This design comes from an exercise in tuning for a short achievable clock period and few clock cycles on the open sky130 flow, not from production work. The RTL was checked by simulation tests, not by an equivalence proof against the original design. Power figures rest on the tool's default switching activity, not on a simulated workload.

==> build 14 <==
## Top
module Top (
    input	logic	rst,
    input	logic	clk,
    output	logic	halt,
    output	logic	err,
    output	logic	[31:0] imem_addr,
    input	logic	[31:0] imem_rdata,
    output	logic	[31:0] dmem_addr,
    output	logic	[31:0] dmem_wdata,
    output	logic	dmem_we,
    input	logic	[31:0] dmem_rdata
);
==> flow/config.mk <==
export PLATFORM = sky130hd
export DESIGN_NAME = Top
export DESIGN_NICKNAME = Top
export VERILOG_FILES = /design/flow/design.v
export SDC_FILE = /design/flow/constraint.sdc
export NUM_CORES = 4
export LEC_CHECK = 0
export CAP_MARGIN = 20
export CELL_PAD_IN_SITES_DETAIL_PLACEMENT = 1
export CELL_PAD_IN_SITES_GLOBAL_PLACEMENT = 2
export CORE_MARGIN = 2
export CORE_UTILIZATION = 50
export SETUP_SLACK_MARGIN = 5
export SLEW_MARGIN = 20
export SYNTH_HIERARCHICAL = 1
export SYNTH_MINIMUM_KEEP_SIZE = 0
export TNS_END_PERCENT = 100
==> flow/constraint.sdc <==
create_clock -name core_clock -period 8.5 [get_ports {clk}]
set_input_delay 1.7000 -clock core_clock [delete_from_list [all_inputs] [get_ports {clk}]]
set_output_delay 1.7000 -clock core_clock [all_outputs]
set_load 0.01 [all_outputs]
run.sh (not shown) runs the stock make flow with config.mk's settings and CLKGATE_MAP_FILE= SYNTH_SCRIPT=/design/flow/synth_recipe.tcl, a recipe that flattens the netlist after the stock synthesis.
==> inputs of build 90, as changes to build 14 <==
--- a/flow/design.v
+++ b/flow/design.v
@@ -228,10 +228,12 @@
     input  logic        s_log,           
     input  logic [1:0]  lop,
     input  logic        s_sll, s_srl, s_sra, s_lui,
     input  logic        s_slt, s_sltu,
     output logic [31:0] y,
+    output logic [31:0] yf0,             
+    output logic [31:0] yf1,
     output logic [31:0] sum
 );
     logic [31:0] dif, sra_v, logv, other;
     logic        c_add, c_sub, lt_u;
     ks_add #(.W(32)) u_add (.a(aa), .b(ba),  .cin(1'b0), .s(sum), .cout(c_add));
@@ -253,12 +255,16 @@
                  | ({32{s_lui}} & b);
     logic sdiff, lt_sel, neg_sel;
     assign sdiff   = aa[31] != ba[31];
     assign lt_sel  = (s_slt && !sdiff) || s_sltu;
     assign neg_sel = s_slt && sdiff && aa[31];
-    alu_out u_out (.sum(sum), .dif(dif), .other({other[31:1], other[0] || neg_sel}),
-                   .s_add(s_add), .s_sub(s_sub), .lt_sel(lt_sel), .lt_u(lt_u), .y(y));
+    alu_out u_out  (.sum(sum), .dif(dif), .other({other[31:1], other[0] || neg_sel}),
+                    .s_add(s_add), .s_sub(s_sub), .lt_sel(lt_sel), .lt_u(lt_u), .y(y));
+    alu_out u_outf0 (.sum(sum), .dif(dif), .other({other[31:1], other[0] || neg_sel}),
+                    .s_add(s_add), .s_sub(s_sub), .lt_sel(lt_sel), .lt_u(lt_u), .y(yf0));
+    alu_out u_outf1 (.sum(sum), .dif(dif), .other({other[31:1], other[0] || neg_sel}),
+                    .s_add(s_add), .s_sub(s_sub), .lt_sel(lt_sel), .lt_u(lt_u), .y(yf1));
 endmodule
 module alu_out (
     input  logic [31:0] sum,
     input  logic [31:0] dif,
     input  logic [31:0] other,
@@ -298,10 +304,32 @@
     output logic [31:0] y
 );
     assign y = ({32{s[0]}} & v0) | ({32{s[1]}} & v1) | ({32{s[2]}} & v2) | ({32{s[3]}} & v3)
              | ({32{s[4]}} & v4) | ({32{s[5]}} & v5) | ({32{s[6]}} & v6) | ({32{s[7]}} & v7);
 endmodule
+module nsel_gen (
+    input  logic       rst,
+    input  logic       redirect,
+    input  logic       stall,
+    input  logic       take0,       
+    input  logic       br0,
+    input  logic       j0,
+    input  logic       dual,
+    input  logic       j1,
+    output logic [7:0] s
+);
+    logic go;
+    assign go   = !rst && !redirect && !stall;
+    assign s[0] = !rst && redirect;               
+    assign s[1] = go && take0 && br0;             
+    assign s[2] = go && take0 && j0;              
+    assign s[3] = !rst && !redirect && stall;     
+    assign s[4] = go && dual && j1;               
+    assign s[5] = go && dual && !j1;              
+    assign s[6] = go && !take0 && !dual;          
+    assign s[7] = rst;
+endmodule
 module Top (
     input	logic	rst,
     input	logic	clk,
     output	logic	halt,
     output	logic	err,
@@ -450,11 +478,11 @@
                                     : ((d_use_rs[1] && rt_rs) || (d_use_rt[1] && rt_rt)));
     assign dual = f1_r && !d_ctl[0] && !dep && !(d_mem[0] && d_mem[1])
                && !(d_br[1] && d_pred[1]) && pc4_f != EXIT;
     logic take0;
     assign take0 = d_ctl[0] && d_pred[0];
-    logic [1:0][31:0] a, b, aa, ba, alu_e, sum_e;
+    logic [1:0][31:0] a, b, aa, ba, alu_e, sum_e, xf0, xf1;    
     logic [1:0]       eq;
     logic [31:0]      sdv;
     generate
         for (gs = 0; gs < 2; gs = gs + 1) begin : g_ex
             assign a[gs]  = a_e[gs];
@@ -464,11 +492,11 @@
             alu u_alu (.a(a[gs]), .b(b[gs]), .aa(aa[gs]), .ba(ba[gs]), .sh(sh_e[gs]),
                        .s_add(s_add_e[gs]), .s_sub(s_sub_e[gs]), .s_log(s_log_e[gs]),
                        .lop(lop_e[gs]), .s_sll(s_sll_e[gs]), .s_srl(s_srl_e[gs]),
                        .s_sra(s_sra_e[gs]), .s_lui(s_lui_e[gs]),
                        .s_slt(s_slt_e[gs]), .s_sltu(s_sltu_e[gs]),
-                       .y(alu_e[gs]), .sum(sum_e[gs]));
+                       .y(alu_e[gs]), .yf0(xf0[gs]), .yf1(xf1[gs]), .sum(sum_e[gs]));
             eq32 u_eq (.a(a[gs]), .b(b[gs]), .eq(eq[gs]));
         end
     endgenerate
     assign sdv = sl_e ? dmem_rdata : sd_e;
     logic stall_e, go_e;
@@ -499,24 +527,22 @@
         else if (taken) nx_exit = tx_e;
         else            nx_exit = px_e;
     end
     assign halt_c = go_e && nx_exit;
     logic [31:0] pc_next, pc4_next, dnext;
-    logic [7:0] nsel;
-    assign nsel[0] = !rst && redirect;                                    
-    assign nsel[1] = !rst && !redirect && !stall_e && take0 && d_br[0];    
-    assign nsel[2] = !rst && !redirect && !stall_e && take0 && d_j[0];     
-    assign nsel[3] = !rst && !redirect && stall_e;                         
-    assign nsel[4] = !rst && !redirect && !stall_e && dual && d_j[1];      
-    assign nsel[5] = !rst && !redirect && !stall_e && dual && !d_j[1];     
-    assign nsel[6] = !rst && !redirect && !stall_e && !take0 && !dual;     
-    assign nsel[7] = rst;
-    nxt_sel u_npc  (.s(nsel), .v0(rtgt), .v1(bt0), .v2(jt0), .v3(pc_f), .v4(jt1),
+    logic [2:0][7:0] nsel;
+    generate
+        for (gs = 0; gs < 3; gs = gs + 1) begin : g_nsel
+            nsel_gen u_ns (.rst(rst), .redirect(redirect), .stall(stall_e), .take0(take0),
+                           .br0(d_br[0]), .j0(d_j[0]), .dual(dual), .j1(d_j[1]), .s(nsel[gs]));
+        end
+    endgenerate
+    nxt_sel u_npc  (.s(nsel[0]), .v0(rtgt), .v1(bt0), .v2(jt0), .v3(pc_f), .v4(jt1),
                     .v5(pc8_f), .v6(pc4_f), .v7(32'h1000), .y(pc_next));
-    nxt_sel u_npc4 (.s(nsel), .v0(rtgt4), .v1(bt0p4), .v2(jt0p4), .v3(pc4_f), .v4(jt1p4),
+    nxt_sel u_npc4 (.s(nsel[1]), .v0(rtgt4), .v1(bt0p4), .v2(jt0p4), .v3(pc4_f), .v4(jt1p4),
                     .v5(pc12_f), .v6(pc8_f), .v7(32'h1000 + 32'd4), .y(pc4_next));
-    nxt_sel u_nda  (.s(nsel), .v0(rtgt4), .v1(bt0p4), .v2(jt0p4), .v3(pc4_f), .v4(jt1p4),
+    nxt_sel u_nda  (.s(nsel[2]), .v0(rtgt4), .v1(bt0p4), .v2(jt0p4), .v3(pc4_f), .v4(jt1p4),
                     .v5(pc12_f), .v6(pc8_f), .v7(32'h1000 + 32'd4), .y(dnext));
     logic mem_go;
     assign mem_go = go_e && memop_e;
     always_ff @(posedge clk) begin
         pc_f <= pc_next;
@@ -537,19 +563,19 @@
             assign ra_v = ra[gs];
             assign rb_v = d_b_imm[gs] ? d_bimm[gs] : rb[gs];
             assign bs_v = d_b_imm[gs] ? 7'b0000001 : bsel[gs];
             opnd_nx u_an (.stall(stall_e), .sel(asel[gs]), .lq(al_e[gs]), .rv(ra_v),
                           .cur(a_e[gs]), .m0(res_m[0]), .m1(res_m[1]),
-                          .x0(alu_e[0]), .x1(alu_e[1]), .y(a_nx[gs]));
+                          .x0(gs == 0 ? xf0[0] : xf1[0]), .x1(gs == 0 ? xf0[1] : xf1[1]), .y(a_nx[gs]));
             opnd_nx u_bn (.stall(stall_e), .sel(bs_v), .lq(bl_e[gs]), .rv(rb_v),
                           .cur(b_e[gs]), .m0(res_m[0]), .m1(res_m[1]),
-                          .x0(alu_e[0]), .x1(alu_e[1]), .y(b_nx[gs]));
+                          .x0(gs == 0 ? xf0[0] : xf1[0]), .x1(gs == 0 ? xf0[1] : xf1[1]), .y(b_nx[gs]));
         end
     endgenerate
     opnd_nx u_sn (.stall(stall_e), .sel(sd_sel), .lq(2'b00), .rv(sd_rb),
                   .cur(sdv), .m0(res_m[0]), .m1(res_m[1]),
-                  .x0(alu_e[0]), .x1(alu_e[1]), .y(sd_nx));
+                  .x0(xf0[0]), .x1(xf0[1]), .y(sd_nx));
     logic [1:0] v_in;
     assign v_in[0] = 1'b1;
     assign v_in[1] = dual;
     always_ff @(posedge clk) begin
         if (rst || redirect)
Settings changed: CAP_MARGIN 20 to 50, CORE_UTILIZATION 50 to 36, SLEW_MARGIN 20 to 40.
==> inputs of build 80, as changes to build 14 <==
--- a/flow/design.v
+++ b/flow/design.v
@@ -228,10 +228,12 @@
     input  logic        s_log,           
     input  logic [1:0]  lop,
     input  logic        s_sll, s_srl, s_sra, s_lui,
     input  logic        s_slt, s_sltu,
     output logic [31:0] y,
+    output logic [31:0] yf0,             
+    output logic [31:0] yf1,
     output logic [31:0] sum
 );
     logic [31:0] dif, sra_v, logv, other;
     logic        c_add, c_sub, lt_u;
     ks_add #(.W(32)) u_add (.a(aa), .b(ba),  .cin(1'b0), .s(sum), .cout(c_add));
@@ -253,12 +255,16 @@
                  | ({32{s_lui}} & b);
     logic sdiff, lt_sel, neg_sel;
     assign sdiff   = aa[31] != ba[31];
     assign lt_sel  = (s_slt && !sdiff) || s_sltu;
     assign neg_sel = s_slt && sdiff && aa[31];
-    alu_out u_out (.sum(sum), .dif(dif), .other({other[31:1], other[0] || neg_sel}),
-                   .s_add(s_add), .s_sub(s_sub), .lt_sel(lt_sel), .lt_u(lt_u), .y(y));
+    alu_out u_out  (.sum(sum), .dif(dif), .other({other[31:1], other[0] || neg_sel}),
+                    .s_add(s_add), .s_sub(s_sub), .lt_sel(lt_sel), .lt_u(lt_u), .y(y));
+    alu_out u_outf0 (.sum(sum), .dif(dif), .other({other[31:1], other[0] || neg_sel}),
+                    .s_add(s_add), .s_sub(s_sub), .lt_sel(lt_sel), .lt_u(lt_u), .y(yf0));
+    alu_out u_outf1 (.sum(sum), .dif(dif), .other({other[31:1], other[0] || neg_sel}),
+                    .s_add(s_add), .s_sub(s_sub), .lt_sel(lt_sel), .lt_u(lt_u), .y(yf1));
 endmodule
 module alu_out (
     input  logic [31:0] sum,
     input  logic [31:0] dif,
     input  logic [31:0] other,
@@ -298,10 +304,32 @@
     output logic [31:0] y
 );
     assign y = ({32{s[0]}} & v0) | ({32{s[1]}} & v1) | ({32{s[2]}} & v2) | ({32{s[3]}} & v3)
              | ({32{s[4]}} & v4) | ({32{s[5]}} & v5) | ({32{s[6]}} & v6) | ({32{s[7]}} & v7);
 endmodule
+module nsel_gen (
+    input  logic       rst,
+    input  logic       redirect,
+    input  logic       stall,
+    input  logic       take0,       
+    input  logic       br0,
+    input  logic       j0,
+    input  logic       dual,
+    input  logic       j1,
+    output logic [7:0] s
+);
+    logic go;
+    assign go   = !rst && !redirect && !stall;
+    assign s[0] = !rst && redirect;               
+    assign s[1] = go && take0 && br0;             
+    assign s[2] = go && take0 && j0;              
+    assign s[3] = !rst && !redirect && stall;     
+    assign s[4] = go && dual && j1;               
+    assign s[5] = go && dual && !j1;              
+    assign s[6] = go && !take0 && !dual;          
+    assign s[7] = rst;
+endmodule
 module Top (
     input	logic	rst,
     input	logic	clk,
     output	logic	halt,
     output	logic	err,
@@ -450,11 +478,11 @@
                                     : ((d_use_rs[1] && rt_rs) || (d_use_rt[1] && rt_rt)));
     assign dual = f1_r && !d_ctl[0] && !dep && !(d_mem[0] && d_mem[1])
                && !(d_br[1] && d_pred[1]) && pc4_f != EXIT;
     logic take0;
     assign take0 = d_ctl[0] && d_pred[0];
-    logic [1:0][31:0] a, b, aa, ba, alu_e, sum_e;
+    logic [1:0][31:0] a, b, aa, ba, alu_e, sum_e, xf0, xf1;    
     logic [1:0]       eq;
     logic [31:0]      sdv;
     generate
         for (gs = 0; gs < 2; gs = gs + 1) begin : g_ex
             assign a[gs]  = a_e[gs];
@@ -464,11 +492,11 @@
             alu u_alu (.a(a[gs]), .b(b[gs]), .aa(aa[gs]), .ba(ba[gs]), .sh(sh_e[gs]),
                        .s_add(s_add_e[gs]), .s_sub(s_sub_e[gs]), .s_log(s_log_e[gs]),
                        .lop(lop_e[gs]), .s_sll(s_sll_e[gs]), .s_srl(s_srl_e[gs]),
                        .s_sra(s_sra_e[gs]), .s_lui(s_lui_e[gs]),
                        .s_slt(s_slt_e[gs]), .s_sltu(s_sltu_e[gs]),
-                       .y(alu_e[gs]), .sum(sum_e[gs]));
+                       .y(alu_e[gs]), .yf0(xf0[gs]), .yf1(xf1[gs]), .sum(sum_e[gs]));
             eq32 u_eq (.a(a[gs]), .b(b[gs]), .eq(eq[gs]));
         end
     endgenerate
     assign sdv = sl_e ? dmem_rdata : sd_e;
     logic stall_e, go_e;
@@ -499,24 +527,22 @@
         else if (taken) nx_exit = tx_e;
         else            nx_exit = px_e;
     end
     assign halt_c = go_e && nx_exit;
     logic [31:0] pc_next, pc4_next, dnext;
-    logic [7:0] nsel;
-    assign nsel[0] = !rst && redirect;                                    
-    assign nsel[1] = !rst && !redirect && !stall_e && take0 && d_br[0];    
-    assign nsel[2] = !rst && !redirect && !stall_e && take0 && d_j[0];     
-    assign nsel[3] = !rst && !redirect && stall_e;                         
-    assign nsel[4] = !rst && !redirect && !stall_e && dual && d_j[1];      
-    assign nsel[5] = !rst && !redirect && !stall_e && dual && !d_j[1];     
-    assign nsel[6] = !rst && !redirect && !stall_e && !take0 && !dual;     
-    assign nsel[7] = rst;
-    nxt_sel u_npc  (.s(nsel), .v0(rtgt), .v1(bt0), .v2(jt0), .v3(pc_f), .v4(jt1),
+    logic [2:0][7:0] nsel;
+    generate
+        for (gs = 0; gs < 3; gs = gs + 1) begin : g_nsel
+            nsel_gen u_ns (.rst(rst), .redirect(redirect), .stall(stall_e), .take0(take0),
+                           .br0(d_br[0]), .j0(d_j[0]), .dual(dual), .j1(d_j[1]), .s(nsel[gs]));
+        end
+    endgenerate
+    nxt_sel u_npc  (.s(nsel[0]), .v0(rtgt), .v1(bt0), .v2(jt0), .v3(pc_f), .v4(jt1),
                     .v5(pc8_f), .v6(pc4_f), .v7(32'h1000), .y(pc_next));
-    nxt_sel u_npc4 (.s(nsel), .v0(rtgt4), .v1(bt0p4), .v2(jt0p4), .v3(pc4_f), .v4(jt1p4),
+    nxt_sel u_npc4 (.s(nsel[1]), .v0(rtgt4), .v1(bt0p4), .v2(jt0p4), .v3(pc4_f), .v4(jt1p4),
                     .v5(pc12_f), .v6(pc8_f), .v7(32'h1000 + 32'd4), .y(pc4_next));
-    nxt_sel u_nda  (.s(nsel), .v0(rtgt4), .v1(bt0p4), .v2(jt0p4), .v3(pc4_f), .v4(jt1p4),
+    nxt_sel u_nda  (.s(nsel[2]), .v0(rtgt4), .v1(bt0p4), .v2(jt0p4), .v3(pc4_f), .v4(jt1p4),
                     .v5(pc12_f), .v6(pc8_f), .v7(32'h1000 + 32'd4), .y(dnext));
     logic mem_go;
     assign mem_go = go_e && memop_e;
     always_ff @(posedge clk) begin
         pc_f <= pc_next;
@@ -537,19 +563,19 @@
             assign ra_v = ra[gs];
             assign rb_v = d_b_imm[gs] ? d_bimm[gs] : rb[gs];
             assign bs_v = d_b_imm[gs] ? 7'b0000001 : bsel[gs];
             opnd_nx u_an (.stall(stall_e), .sel(asel[gs]), .lq(al_e[gs]), .rv(ra_v),
                           .cur(a_e[gs]), .m0(res_m[0]), .m1(res_m[1]),
-                          .x0(alu_e[0]), .x1(alu_e[1]), .y(a_nx[gs]));
+                          .x0(gs == 0 ? xf0[0] : xf1[0]), .x1(gs == 0 ? xf0[1] : xf1[1]), .y(a_nx[gs]));
             opnd_nx u_bn (.stall(stall_e), .sel(bs_v), .lq(bl_e[gs]), .rv(rb_v),
                           .cur(b_e[gs]), .m0(res_m[0]), .m1(res_m[1]),
-                          .x0(alu_e[0]), .x1(alu_e[1]), .y(b_nx[gs]));
+                          .x0(gs == 0 ? xf0[0] : xf1[0]), .x1(gs == 0 ? xf0[1] : xf1[1]), .y(b_nx[gs]));
         end
     endgenerate
     opnd_nx u_sn (.stall(stall_e), .sel(sd_sel), .lq(2'b00), .rv(sd_rb),
                   .cur(sdv), .m0(res_m[0]), .m1(res_m[1]),
-                  .x0(alu_e[0]), .x1(alu_e[1]), .y(sd_nx));
+                  .x0(xf0[0]), .x1(xf0[1]), .y(sd_nx));
     logic [1:0] v_in;
     assign v_in[0] = 1'b1;
     assign v_in[1] = dual;
     always_ff @(posedge clk) begin
         if (rst || redirect)
Settings changed: CORE_UTILIZATION 50 to 38.
==> qor summary <==
Critical Path Max Stage Delay: build 90 0.51 ns; build 80 0.52 ns; build 14 -
Sink count of the clock tree: build 90 1562; build 80 1562; build 14 -
Status: build 90 timing/DRC/antenna clean; build 80 finished with violations; build 14 stopped before the end
Stage where the flow stopped: build 90 -; build 80 -; build 14 global routing
Layout check failures: build 90 -; build 80 capacitance limit; build 14 -
DR DRC count: build 90 0; build 80 0; build 14 -
Layout Area Growth over Synthesis: build 90 28.2%; build 80 25.6%; build 14 -
Count of standard-cell rows: build 90 235; build 80 229; build 14 198
Clock network power: build 90 10.4 mW; build 80 9.82 mW; build 14 -
Clock distribution area overhead in the final layout: build 90 3.98%; build 80 3.86%; build 14 -
Count of flip-flops and latches: build 90 1562; build 80 1562; build 14 -
Clock latency of the later-clocked register in the worst-skew pair: build 90 1.06 ns; build 80 1.02 ns; build 14 -
Combinational power: build 90 13.2 mW; build 80 13.1 mW; build 14 -
Post-layout power: build 90 31.9 mW; build 80 31.3 mW; build 14 -
Well Taps: build 90 5451; build 80 5197; build 14 -
Top contributor to total power: build 90 combinational cells; build 80 combinational cells; build 14 -
Post-CTS resize count: build 90 2359; build 80 2326; build 14 2026
Hold path startpoint: build 90 halt_p; build 80 pc_f[27]; build 14 -
Final standard cell count with taps included and fillers excluded: build 90 25000; build 80 24600; build 14 -
Total cell area at the placement stage: build 90 159000 um2; build 80 155000 um2; build 14 151000 um2
Diodes inserted: build 90 51; build 80 70; build 14 -
Combinational share of power: build 90 41.3%; build 80 41.9%; build 14 -
Transition time at the pin with the least slew margin: build 90 0.969 ns; build 80 1.46 ns; build 14 -
Largest class: build 90 multi-input gates; build 80 multi-input gates; build 14 -
Testbench counts of build 14, summed over its fixed seeds: cycles 18,452.
Testbench counts of build 90, summed over its fixed seeds: cycles 18,452.
Testbench counts of build 80, summed over its fixed seeds: cycles 18,452.

## separate check: timing with driven ports
How much do the figures lean on ideal ports? The routed layouts below were timed once more, with nothing changed but the port constraints.
Step 1 (the two cells are an assumption about what drives the block):
set clk [get_ports {clk}]
set_driving_cell -lib_cell sky130_fd_sc_hd__clkbuf_16 $clk
set_driving_cell -lib_cell sky130_fd_sc_hd__buf_2 [delete_from_list [all_inputs] $clk]
Step 2 also shifts input and output timing later by t, the mid clock arrival at the registers, as if the neighbouring blocks saw the same clock.
a / b / c = ideal ports / drivers / drivers and shift; a / b = the first two.
run	t, ns	setup slack, ns	hold slack, ns	clock arrival spread, ns
build 90	1.129	4.425 / 4.421 / 3.292	0.499 / 0.499 / 0.499	0.136 / 0.137
build 80	1.120	4.236 / 4.236 / 3.195	0.490 / 0.490 / 0.490	0.072 / 0.072
The setup slack of build 90, which loses most, moves by -0.004 ns with the drivers and by -1.133 ns with both steps.
